This design comes from an exercise in tuning for small area and a short achievable clock period on the open sky130 flow, not from production work. The RTL was checked by simulation tests, not by an equivalence proof against the original design. Power figures rest on the tool's default switching activity, not on a simulated workload.

==> run.sh <==
#!/bin/bash
# synth_recipe.tcl (not shown) runs the flow's synth.tcl, then flattens the netlist and writes it again
# the make line also repeats each setting of config.mk as NAME=value (left out here)
make -C /OpenROAD-flow-scripts/flow DESIGN_CONFIG=/design/flow/config.mk WORK_HOME=/design/flow/orfs CLKGATE_MAP_FILE= SYNTH_SCRIPT=/design/flow/synth_recipe.tcl finish
==> config.mk <==
export PLATFORM = sky130hd
export DESIGN_NAME = SingleCycleCPU
export DESIGN_NICKNAME = SingleCycleCPU
export VERILOG_FILES = /design/flow/design.v
export SDC_FILE = /design/flow/constraint.sdc
export NUM_CORES = 8
export LEC_CHECK = 0
export CAP_MARGIN = 30
export CORE_MARGIN = 2
export CORE_UTILIZATION = 22
export SLEW_MARGIN = 30
==> constraint.sdc <==
create_clock -name core_clock -period 20.0 [get_ports {clk}]
set_input_delay 4.0000 -clock core_clock [delete_from_list [all_inputs] [get_ports {clk}]]
set_output_delay 4.0000 -clock core_clock [all_outputs]
set_load 0.01 [all_outputs]
==> design.v <==
`timescale 1ns / 1ps
module Extend(
    input [15:0] Immediate,
    input ExtSel,
    output [31:0] ImExt
    );
    assign ImExt = (ExtSel == 1 && Immediate[15] == 1) ? 
                   {16'hFFFF, Immediate} : {16'h0000, Immediate};
endmodule
`timescale 1ns / 1ps
module Ins_Mem(
    input [31:0] Ins,
    input InsMemRW,
    output [5:0] opCode,   
    output [4:0] rs, rt, rd,  
    output [15:0] Immediate,
    output [25:0] j_addr,
    output [5:0] sa
    );
    assign opCode = Ins[31:26];
    assign rs = Ins[25:21];
    assign rt = Ins[20:16];
    assign rd = Ins[15:11];
    assign Immediate = Ins[15:0];
    assign j_addr = Ins[25:0];
    assign sa = Ins[10:6];
endmodule
`timescale 1ns / 1ps
module PC(
    input PCWre,
    input [1:0] PCSrc,
    input CLK,
    input Reset,
    input [31:0] ImExt,  
    input [25:0] j_addr,       
    output reg [31:0] currentPC,
    output reg [31:0] nextPC
    );
    always @(posedge CLK or negedge Reset) begin
        if (Reset == 0) begin
            currentPC <= 0;
        end
        else if (PCWre == 1) begin
            currentPC <= nextPC;
        end 
    end
    always @(*) begin
        if (PCWre == 1) begin
            if (PCSrc == 2'b00) 
                nextPC = currentPC + 4;
            else if (PCSrc == 2'b01)
                nextPC = currentPC + 4 + (ImExt << 2);
            else if (PCSrc == 2'b10) begin
                nextPC = currentPC + 4;
                nextPC[27:2] = j_addr;
                nextPC[1:0] = 2'b00;
            end
            else
                nextPC = currentPC + 4;
        end
        else nextPC = currentPC;
    end
endmodule
`timescale 1ns / 1ps
module CU(
    input [5:0] opCode,
    input zero,
    output InsMemRW,
    output ExtSel,
    output PCWre,
    output RegDst,
    output RegWre,
    output reg [2:0] ALUOp,
    output ALUSrcA,
    output ALUSrcB,
    output reg [1:0] PCSrc,
    output mRD,
    output mWR,
    output DBDataSrc
    );
    assign PCWre = (opCode == 6'b111111) ? 0:1;
    assign ALUSrcA = (opCode == 6'b011000) ? 1:0;
    assign ALUSrcB = (opCode == 6'b000001 || opCode == 6'b010000 || opCode == 6'b011011 || opCode == 6'b100110 || opCode == 6'b100111) ? 1:0;
    assign DBDataSrc = (opCode == 6'b100111) ? 1:0;
    assign InsMemRW = 0;
    assign mRD = (opCode == 6'b100111) ? 1:0;
    assign mWR = (opCode == 6'b100110) ? 1:0;
    assign RegDst = (opCode == 6'b000001 || opCode == 6'b010000 || opCode == 6'b100111 || opCode == 6'b011011) ? 0:1;
    assign RegWre = (opCode == 6'b110000 || opCode == 6'b110001 || opCode == 6'b100110 || opCode == 6'b111111 || opCode == 6'b111000) ? 0:1;
    assign ExtSel = (opCode == 6'b010000) ? 0:1;
    always @(opCode or zero) begin
        if ((opCode == 6'b110000&&zero == 1) || (opCode == 6'b110001&&zero == 0))
            PCSrc = 2'b01;
        else if (opCode == 6'b111000)
            PCSrc = 2'b10;
        else
            PCSrc = 2'b00;
        if (opCode == 6'b000000 || opCode == 6'b000001 || opCode == 6'b100110 || opCode == 6'b100111)
            ALUOp = 3'b000;
        else if (opCode == 6'b000010 || opCode == 6'b110000 || opCode == 6'b110001)
            ALUOp = 3'b001;
        else if (opCode == 6'b011000)
            ALUOp = 3'b010;
        else if (opCode == 6'b010000 || opCode == 6'b010010)
            ALUOp = 3'b011;
        else if (opCode == 6'b010001)
            ALUOp = 3'b100;
        else if (opCode == 6'b011011 )
            ALUOp = 3'b110;
        else
            ALUOp= 3'b000;
    end
endmodule
`timescale 1ns / 1ps
module ALU(
    input ALUSrcA,
    input ALUSrcB,
    input [4:0] sa,
    input [2:0] ALUOp,
    input [31:0] ReadData1,
    input [31:0] ReadData2,
    input [31:0] ImExt,
    output reg [31:0] result, 
    output reg zero
    );
    wire [31:0] A, B;
    assign A = (ALUSrcA == 0) ? ReadData1 : {24'h000000, 3'b000, sa};
    assign B = (ALUSrcB == 0) ? ReadData2 : ImExt;
    always @( ALUOp or A or B ) begin
        case (ALUOp)
            3'b000 : result = A + B;
            3'b001 : result = A - B;
            3'b010 : result = B << A;
            3'b011 : result = A | B;
            3'b100 : result = A & B;
            3'b101 : result = (A < B) ? 1 : 0;
            3'b110 : begin 
                        if(A < B && (A[31] == B[31])) result = 1;
                        else if (A[31] == 1 && B[31] == 0) result = 1;
                        else result = 0;
                     end
            3'b111 : result = A ^ B;
            default : begin
                result = 32'h00000000;
            end
        endcase
        zero = (result == 0) ? 1 : 0;
    end
endmodule
`timescale 1ns / 1ps
module Data_Mem(
    input clk,
    input RST,
    input [31:0] address,
    input [31:0] DataIn,  
    input mRD,  
    input mWR,  
    output [31:0] DataOut
    );
    reg [7:0] ram [0:63];
    integer i;  
    wire [5:0] a0 = address[5:0];
    wire [5:0] a1 = address[5:0] + 6'd1;
    wire [5:0] a2 = address[5:0] + 6'd2;
    wire [5:0] a3 = address[5:0] + 6'd3;
    assign DataOut[7:0] = (mRD==1)?ram[a3]:8'b0;
    assign DataOut[15:8] = (mRD==1)?ram[a2]:8'b0;
    assign DataOut[23:16] = (mRD==1)?ram[a1]:8'b0;
    assign DataOut[31:24] = (mRD==1)?ram[a0]:8'b0;
    always@( posedge clk or negedge RST) begin
        if (RST == 0) begin
            for (i = 0; i < 64; i = i+1) ram[i] <= 0;
        end
        else if( mWR==1 ) begin
            ram[a0] <= DataIn[31:24];
            ram[a1] <= DataIn[23:16];
            ram[a2] <= DataIn[15:8];
            ram[a3] <= DataIn[7:0];
        end
    end
endmodule
`timescale 1ns / 1ps
module RegisterFile(
    input CLK,
    input RST,
    input RegWre,
    input RegDst,
    input DBDataSrc,
    input [4:0] rs,
    input [4:0] rt,
    input [4:0] rd,
    input [31:0] ALUresult,
    input [31:0] DMDataOut,
    output [31:0] ReadData1,
    output [31:0] ReadData2
    );
    wire [4:0] WriteReg;
    wire [31:0] WriteData;
    reg [31:0] regFile[1:31];
    integer i;
    assign WriteReg = (RegDst == 1) ? rd : rt;
    assign WriteData = (DBDataSrc == 1) ? DMDataOut : ALUresult;
    assign ReadData1 = (rs == 0) ? 0 : regFile[rs];
    assign ReadData2 = (rt == 0) ? 0 : regFile[rt];
    always @ (posedge CLK or negedge RST) begin  
        if (RST == 0) begin
            for(i = 1; i < 32; i = i+1)
                regFile[i] <= 0;
        end
        else if(RegWre == 1 && WriteReg != 0)  
            regFile[WriteReg] <= WriteData;
    end
endmodule
`timescale 1ns / 1ps
module SingleCycleCPU(
    input clk, Reset,
    input [31:0] instr,
    output [5:0] opCode,
    output [31:0] ReadData1, ReadData2, currentPC, nextPC, result, DMOut,
    output [4:0] rs, rt
);
    wire [4:0] rd;
    wire [2:0] ALUOp;
    wire [1:0] PCSrc;
    wire [31:0] ImExt;
    wire [15:0] Immediate;
    wire [5:0] sa;
    wire [25:0] j_addr;
    wire zero, PCWre, ALUSrcA, ALUSrcB, DBDataSrc, RegWre, InsMemRW, mRD, mWR, ExtSel, RegDst;
    PC pc(PCWre, PCSrc, clk, Reset, ImExt, j_addr, currentPC, nextPC);
    Ins_Mem im(instr, InsMemRW, opCode, rs, rt, rd, Immediate, j_addr, sa);
    CU cu(opCode, zero, InsMemRW, ExtSel, PCWre, RegDst, RegWre, ALUOp, ALUSrcA, ALUSrcB, PCSrc, mRD, mWR, DBDataSrc);
    ALU alu(ALUSrcA, ALUSrcB, sa, ALUOp, ReadData1, ReadData2, ImExt, result, zero);
    Data_Mem dm(clk, Reset, result, ReadData2, mRD, mWR, DMOut);
    RegisterFile rf(clk, Reset, RegWre, RegDst, DBDataSrc, rs, rt, rd, result, DMOut, ReadData1, ReadData2);
    Extend ext(Immediate, ExtSel, ImExt);
endmodule
==> reports/results.tsv <==
stage	metric	value	unit
outcome	status	no timing/DRC/antenna violations	
critical_path	r2r_cells	32	
yosys	syn_nets	14400	
critical_path	crit_type	in -> out	
die	row_count	260	
cells_and_area	nFillCells	54400	
cells_and_area	multi_input_area	68500	sq um
yosys	async_flop_share	100	%
cts	clkSlewWorstSetupHoldPaths	0.05	ns
yosys	synth_top_area_cell	dfrtp_1	
die	initial_core_util	22.1	%
yosys	synth.avg_cell_area	7.79	sq um
yosys	yosysTopAreaCellShare	34.7	%
global_route	overflow	0	
die	fp.dieW	714	um
cells_and_area	instances_no_fill	21500	
cts	cts_tree	done	
worst_hold_path	hold_class	reg -> reg	
routing	highest_layer	met5	
die	die_h	714	um
yosys	synth-seq-area-share	34.7	%
cells_and_area	drive_gt1_share	16.3	%
cells_and_area	layout.nets	14700	
cts	htree_num_levels	4	
cts	cts_buffer_depth	4	
yosys	synth_cell_types	106	
sta	final-setup-viol-count	0	
global_route	grt_use_total	43.0	%
pwr	power.density	196	nW/um^2
sta	final.period_utilization	97.2	%
yosys	synth_edf_count	0	
routing	drc	0	
routing	vias	148000	
sta	post-route-min-period	19.45	ns
cts	cts_resized	0	
cts	cts_buffers	192	
critical_path	end_kind	output pin	
placement	numPortBuffers	241	
cells_and_area	regArea	38400	sq um
yosys	synth_area	111000	sq um
critical_path	cp.required	16.00	ns
sta	maxClockFrequency	51.4	MHz
yosys	ys_top_cells_by_area	dfrtp_1, nand2_1, o21ai_0	
critical_path	cp-startpoint	instr[19]	
die	ios	242	
global_route	grt_max_degree	170	
yosys	yosys_warnings	8	
routing	wl_met1	442000	um
global_route	antenna_found_initial	248	
job	drv_cap	0	
critical_path	cp_num_cells	34	
cells_and_area	syn2layout_area_growth	24.2	%
placement	place_hpwl	845000	um
cts	cts-hold-fix-buffers	0	
global_route	grt_pass1_wl	1440000	um
yosys	synth_cells	14200	
cts	insertion_delay	1.02	ns
sta	maxSlewHeadroom	16.2	%
routing	vias_per_cell	6.87	
sta	slew_violations	0	
critical_path	start_kind	input port	
placement	gp_congestion	1.10	
sta	holdWs	0.478	ns
routing	ant_nets	0	
critical_path	r2r_start	rf.regFile[30][4]$_DFFE_PN0P_	
pwr	p_leak	56.4	nW
cts	clock_sinks	1536	
placement	post-place-cells	21000	
global_route	grt_pass1_vias	129000	
cells_and_area	final_cell_area	138000	sq um
yosys	synthFlopType	dfrtp_1	
pwr	power	26.9	mW
sta	clock_skew	0.0945	ns
critical_path	cp_common_cell	buf_4	
critical_path	cp_data_arrival_time	15.45	ns
sta	tightest_slew	1.26	ns
sta	hold_viol	0	
die	core_area	502000	sq um
sta	setup_tns	0	ns
critical_path	crit_path_max_incr_delay	0.81	ns
placement	dpl_cell_area	130000	sq um
critical_path	cp_top_family	simple AND/OR/NAND/NOR gates	
cts	cts_root_buf	clkbuf_16	
critical_path	regToRegSetupSlack	9.15	ns
yosys	ys_ff_latch	1536	
die	dieArea	509000	sq um
critical_path	crit_buf_inv	10	
routing	routed_wl	1140000	um
routing	met2_length	432000	um
cts	postCtsSetupBuffers	0	
critical_path	r2r-end	rf.regFile[29][28]$_DFFE_PN0P_	
routing	first_pass_iters	10	
critical_path	endpoint	DMOut[9]	
critical_path	worstPathMaxFanout	27	
routing	dr.first_iter.drc_count	28700	
routing	wl_met3	170000	um
pwr	ir_drop	160	uV
sta	rsz0062_at_grt	no	
critical_path	cpMaxStageDelayCell	nor4_1	
routing	post_drt_wl_per_cell	53.2	um
flip-flops by register name, indices dropped and copies added, names as in the netlist:
| name | count |
|---|---|
| pc.currentPC | 32 |
| rf.regFile | 992 |
| dm.ram | 512 |
power breakdown:
part	internal (mW)	switching, mW	total, mW
logic	4.29	12.5	16.8
registers	4.21	2.14	6.35
clock network	2.12	1.69	3.81
total	10.6	16.3	26.9
worst register-to-register path, delay by kind of cell, from the launching register on:
| family | cells | cell delay (ns) |
|---|---|---|
| compound gates | 14 | 5.33 |
| fa+ha+maj | 1 | 0.32 |
| buf+inv | 9 | 2.22 |
| flops | 1 | 0.51 |
| simple gates | 8 | 2.31 |
metal layers:
metal,vias to the layer above,global-route usage (%)
met5,-,0.349
met4,94,30.4
met3,4009,21.6
met2,14900,56.6
met1,74500,53.4
li1,54400,-
how the worst min path moves through the flow:
stage	from	end	slack, ns	cells after the start
floorplan	rf.regFile[10][0]$_DFFE_PN0P_	rf.regFile[10][0]$_DFFE_PN0P_	0.46	2
global placement	dm.ram[32][6]$_DFFE_PN0P_	dm.ram[32][6]$_DFFE_PN0P_	0.47	2
detailed placement	dm.ram[32][6]$_DFFE_PN0P_	dm.ram[32][6]$_DFFE_PN0P_	0.47	2
CTS	dm.ram[32][6]$_DFFE_PN0P_	dm.ram[32][6]$_DFFE_PN0P_	0.49	2
global route	dm.ram[33][6]$_DFFE_PN0P_	dm.ram[33][6]$_DFFE_PN0P_	0.52	2
finish	dm.ram[32][6]$_DFFE_PN0P_	dm.ram[32][6]$_DFFE_PN0P_	0.48	2
logic make-up after synthesis:
group / after synthesis / share of synthesized area, %
flip-flops: 1536 / 34.7
buffers and inverters: 1723 / 6.10
multiplexers: 345 / 3.44
adder cells (fa/ha/maj): 130 / 1.49
AO/OA/AOI/OAI: 5408 / 32.4
AND/OR/NAND/NOR: 4995 / 21.2
XOR/XNOR: 84 / 0.671
stage by stage:
stage | utilization (%) | worst slack [ns]
final | 27.4 | 0.554
after global routing | 27.4 | 0.690
after CTS | 27.3 | 1.09
after detailed placement | 26.0 | 1.12
after global placement | 25.9 | 0.408
after floorplan | - | 3.66
cells in the mapped netlist (112+ instances only):
master	instances
dfrtp_1	1536
a221oi_1	258
a22oi_1	591
nand4_1	307
nor3_1	232
buf_1	170
a21oi_1	1158
o21ai_0	1322
nor2_1	1120
mux2i_1	236
a22o_1	229
ha_1	127
nand3_1	458
a2111oi_0	171
nor4_1	112
and3_1	581
buf_2	113
clkbuf_1	1204
inv_1	188
a211oi_1	765
nand2_1	1823
layout by cell type (no fill, tap or decap), drive strengths merged, types with 459 or more instances in the layout:
cell type,Yosys,layout
nand2,1823,1823
dfrtp,1536,1536
buf,318,1430
o21ai,1347,1347
a21oi,1160,1160
nor2,1123,1123
a211oi,766,766
a22oi,591,591
and3,581,581
nand3,459,459
area by class of cell:
cell class	instances	area share (%)
inverter	201	0.555
antenna	156	0.284
timing repair buffer	1653	10.7
tap	6681	6.07
clock buffer	258	3.96
clock inverter	84	0.726
sequential	1536	27.9
multi-input combinational	11000	49.7

re-timing with driven ports:
The flow's constraints put no driver on any port. The routed layout listed below was extracted and timed again, unchanged, in two steps.
Step 1, drivers: a clkbuf_16 drives clk and a buf_2 each remaining input, both assumed.
Step 2 also shifts input and output timing later by t, the mid clock arrival at the registers, as if the neighbouring blocks saw the same clock.
a / b / c = no drivers / after step 1 / after step 2; a / b = the first two.
t, ns: 1.081
setup slack, ns: 0.554 / 0.483 / 0.483
slew at the worst register clock pin (ns): 0.08 / 0.08
cell pins on the clock port's net: 1
After both steps setup and hold are still met in this run. For this run, drivers alone change the setup slack by -0.071 ns; drivers and shift together by -0.071 ns.
